This is an optimization exercise on Yosys and OpenROAD, whose aim is small area and a short achievable clock period, not a production implementation. In this exercise RTL edits were held to simulation tests only and were not proved equivalent to the original. The flow treats the clock pin as an ideal source, which a real chip does not have. Power is estimated from default activity; no workload was simulated.

v6:
// mips
module mips(
    input clk,
    input rst,
    output [31:0] imem_addr,
    input  [31:0] imem_rdata,
    output [31:0] dmem_addr,
    output [31:0] dmem_wdata,
    output        dmem_we,
    output        dmem_re,
    input  [31:0] dmem_rdata
);
    integer i;
    reg  [31:2] pc_o;
    reg  [31:2] pc;
    wire [31:2] pc_inc = pc + 30'd1;
    reg  [31:0] m_res;           
    reg         m_taken;
    wire [31:2] pc_next = m_taken ? m_res[31:2] : pc_inc;
    always @(posedge clk or posedge rst)
        if (rst) pc_o <= 30'b0;
        else     pc_o <= pc_next ^ 30'h0c00;
    always @(posedge clk)
        pc <= rst ? 30'h0c00 : pc_next;
    assign imem_addr = {pc_o ^ 30'h0c00, 2'b00};
    reg  [31:0] rf [1:31];
    reg  [31:1] rf_v;
    reg  [31:1] rf_vn;           
    wire [31:1] w_en;
    wire [31:0] w_data;
    genvar g;
    generate for (g = 1; g < 32; g = g + 1) begin : wr
        always @(posedge clk)
            if (w_en[g]) rf[g] <= w_data;
    end endgenerate
    always @(posedge clk or posedge rst)
        if (rst) rf_v <= 31'b0;
        else     rf_v <= rf_v | w_en;
    always @(posedge clk or posedge rst)
        if (rst) rf_vn <= {31{1'b1}};
        else     rf_vn <= rf_vn & ~w_en;
    reg [31:0] rs_lo, rs_hi, rt_lo, rt_hi;
    always @(*) begin
        rs_lo = 32'b0; rs_hi = 32'b0;
        rt_lo = 32'b0; rt_hi = 32'b0;
        for (i = 1; i < 32; i = i + 1) begin
            if (i < 17) begin
                rs_lo[15:0]  = rs_lo[15:0]  | ({16{(imem_rdata[25:21] == i) &  rf_v[i]}}  & rf[i][15:0]);
                rs_lo[31:16] = rs_lo[31:16] | ({16{(imem_rdata[25:21] == i) & ~rf_vn[i]}} & rf[i][31:16]);
                rt_lo[15:0]  = rt_lo[15:0]  | ({16{(imem_rdata[20:16] == i) &  rf_v[i]}}  & rf[i][15:0]);
  ...
Size: ~160 I/O pins, roughly 59000 sq um of cells after synthesis.
Settings: LEC_CHECK=0, CAP_MARGIN=20, CORE_MARGIN=2, CORE_UTILIZATION=35, SLEW_MARGIN=20; clock period 6.2 ns.
standard.sh (not shown) runs the stock make flow with config.mk's settings and CLKGATE_MAP_FILE= SYNTH_SCRIPT=/design/flow/synth_recipe.tcl, a recipe that flattens the netlist after the stock synthesis.
==> flow/flow/run.sh <==
#!/bin/bash
# Layout flow: the standard.sh (standard synthesis and ORFS steps) run in
# three parts so that the setup-repair target differs per stage:
#  - synthesis, floorplan, placement: no extra setup margin (no upsizing
#    before the wires are known),
#  - CTS and everything after: repair aiming for SETUP_MARGIN ns of slack,
#    with extra repair passes after CTS (post_cts.tcl). During the CTS and
#    global-route repairs the input delay is raised by 0.2 ns
#    (tighten_inputs.tcl) and put back afterwards (restore_inputs.tcl).
# Other changes from the standard flow: sizing not restricted to the same cell
# footprint, small plain port buffers (resized as needed), lower placement
# density, a clock tree with larger sink clusters and no dummy loads, and
# larger input buffers on imem_rdata[25:16] (input_buffers.tcl, before the
# post-placement repair).
# Each make's full output goes to a log here; ORFS keeps each step's log
# under orfs/logs.
set -euo pipefail
SETUP_MARGIN=3.7
f=$(pwd)/flow
common=(
  MATCH_CELL_FOOTPRINT=0
  "BUFFER_PORTS_ARGS=-buffer_cell sky130_fd_sc_hd__buf_2"
  PLACE_DENSITY=0.5
  "CTS_ARGS=-sink_clustering_enable -repair_clock_nets -dont_use_dummy_load -sink_clustering_size 20 -sink_clustering_max_diameter 80"
  PRE_CTS_TCL="$f/tighten_inputs.tcl"
  POST_CTS_TCL="$f/post_cts.tcl"
  PRE_GLOBAL_ROUTE_TCL="$f/tighten_inputs.tcl"
  POST_GLOBAL_ROUTE_TCL="$f/restore_inputs.tcl"
  PRE_RESIZE_TCL="$f/input_buffers.tcl"
)
bash standard.sh "${common[@]}" SETUP_SLACK_MARGIN=0 place > flow_make_place.log 2>&1
bash standard.sh "${common[@]}" SETUP_SLACK_MARGIN=$SETUP_MARGIN cts > flow_make_cts.log 2>&1
bash standard.sh "${common[@]}" SETUP_SLACK_MARGIN=$SETUP_MARGIN finish > flow_make_finish.log 2>&1
Other scripts of this flow, unchanged in this note and not shown: flow/flow/input_buffers.tcl, flow/flow/post_cts.tcl, flow/flow/restore_inputs.tcl, flow/flow/tighten_inputs.tcl
Inputs modified between v6 and v7:
--- a/flow/flow/run.sh
+++ b/flow/flow/run.sh
@@ -7 +7,2 @@
-#    with extra repair passes after CTS (post_cts.tcl). During the CTS and
+#    with extra repair passes after CTS (post_cts.tcl) and after global
+#    routing (post_grt.tcl). During the CTS and
@@ -28 +29 @@
-  POST_GLOBAL_ROUTE_TCL="$f/restore_inputs.tcl"
+  POST_GLOBAL_ROUTE_TCL="$f/post_grt.tcl"
==> flow/flow/post_grt.tcl (new file) <==
# Extra setup-repair passes on global-route parasitics after the standard
# global-route repair, keeping the routing in step the way global_route.tcl
# does for its own repair; then the design's input delay is put back.
for {set i 0} {$i < 3} {incr i} {
  set before [sta::worst_slack -max]
  global_route -start_incremental
  repair_timing_helper -setup
  detailed_placement
  global_route -end_incremental
  estimate_parasitics -global_routing
  set after [sta::worst_slack -max]
  puts "post-GRT repair pass $i: WNS $before -> $after"
  if {$after - $before < 0.005} { break }
}
source [file join [file dirname [info script]] restore_inputs.tcl]
Notes after the runs:
Between v7 and v6, the difference in total power is negligible.
The data arrival at the endpoint of the critical path reported for v7 is smaller than that of v6 by 1.85 ns.
Changes observed in v7 relative to v6: share of the clock period used by the worst path after layout -0.22 points, worst-case hold slack held steady, number of nets in the finished design ~0 delta, number of stages on the worst setup path fell 5, cell area roughly the same.
Any difference in routed wire length between v6 and v7 is small enough to ignore.
As far as final worst clock skew is concerned, v6 and v7 perform about the same.
[compare] base=v6 new=v7: count of plain and timing-repair buffers in the layout saw an increase; areal power density over the cells saw little to no change.

## afterwards: timing with drivers on the ports
Ports are ideal in the flow. The routed layouts listed here were re-timed in OpenROAD. Step 1 assumes that a clkbuf_16 drives the clock port and a buf_2 every other input. Step 2 moves the port delays by t, midway between the first and last clock arrival at a register: inputs arrive t later, outputs are due t later. That takes back most of the time a late clock gives input paths. a / b / c = no drivers / after step 1 / after step 2; a / b = the first two.
| run | t (ns) | setup WS [ns] | worst setup path at the end |
|---|---|---|---|
| v6 | 0.790 | 3.724 / 3.655 / 2.954 | input to register |
| v7 | 0.792 | 3.738 / 3.652 / 3.020 | input to register |
After both steps setup and hold are still met in every run listed. The setup slack of v6, which loses most, moves by -0.069 ns with the drivers and by -0.770 ns with both steps.
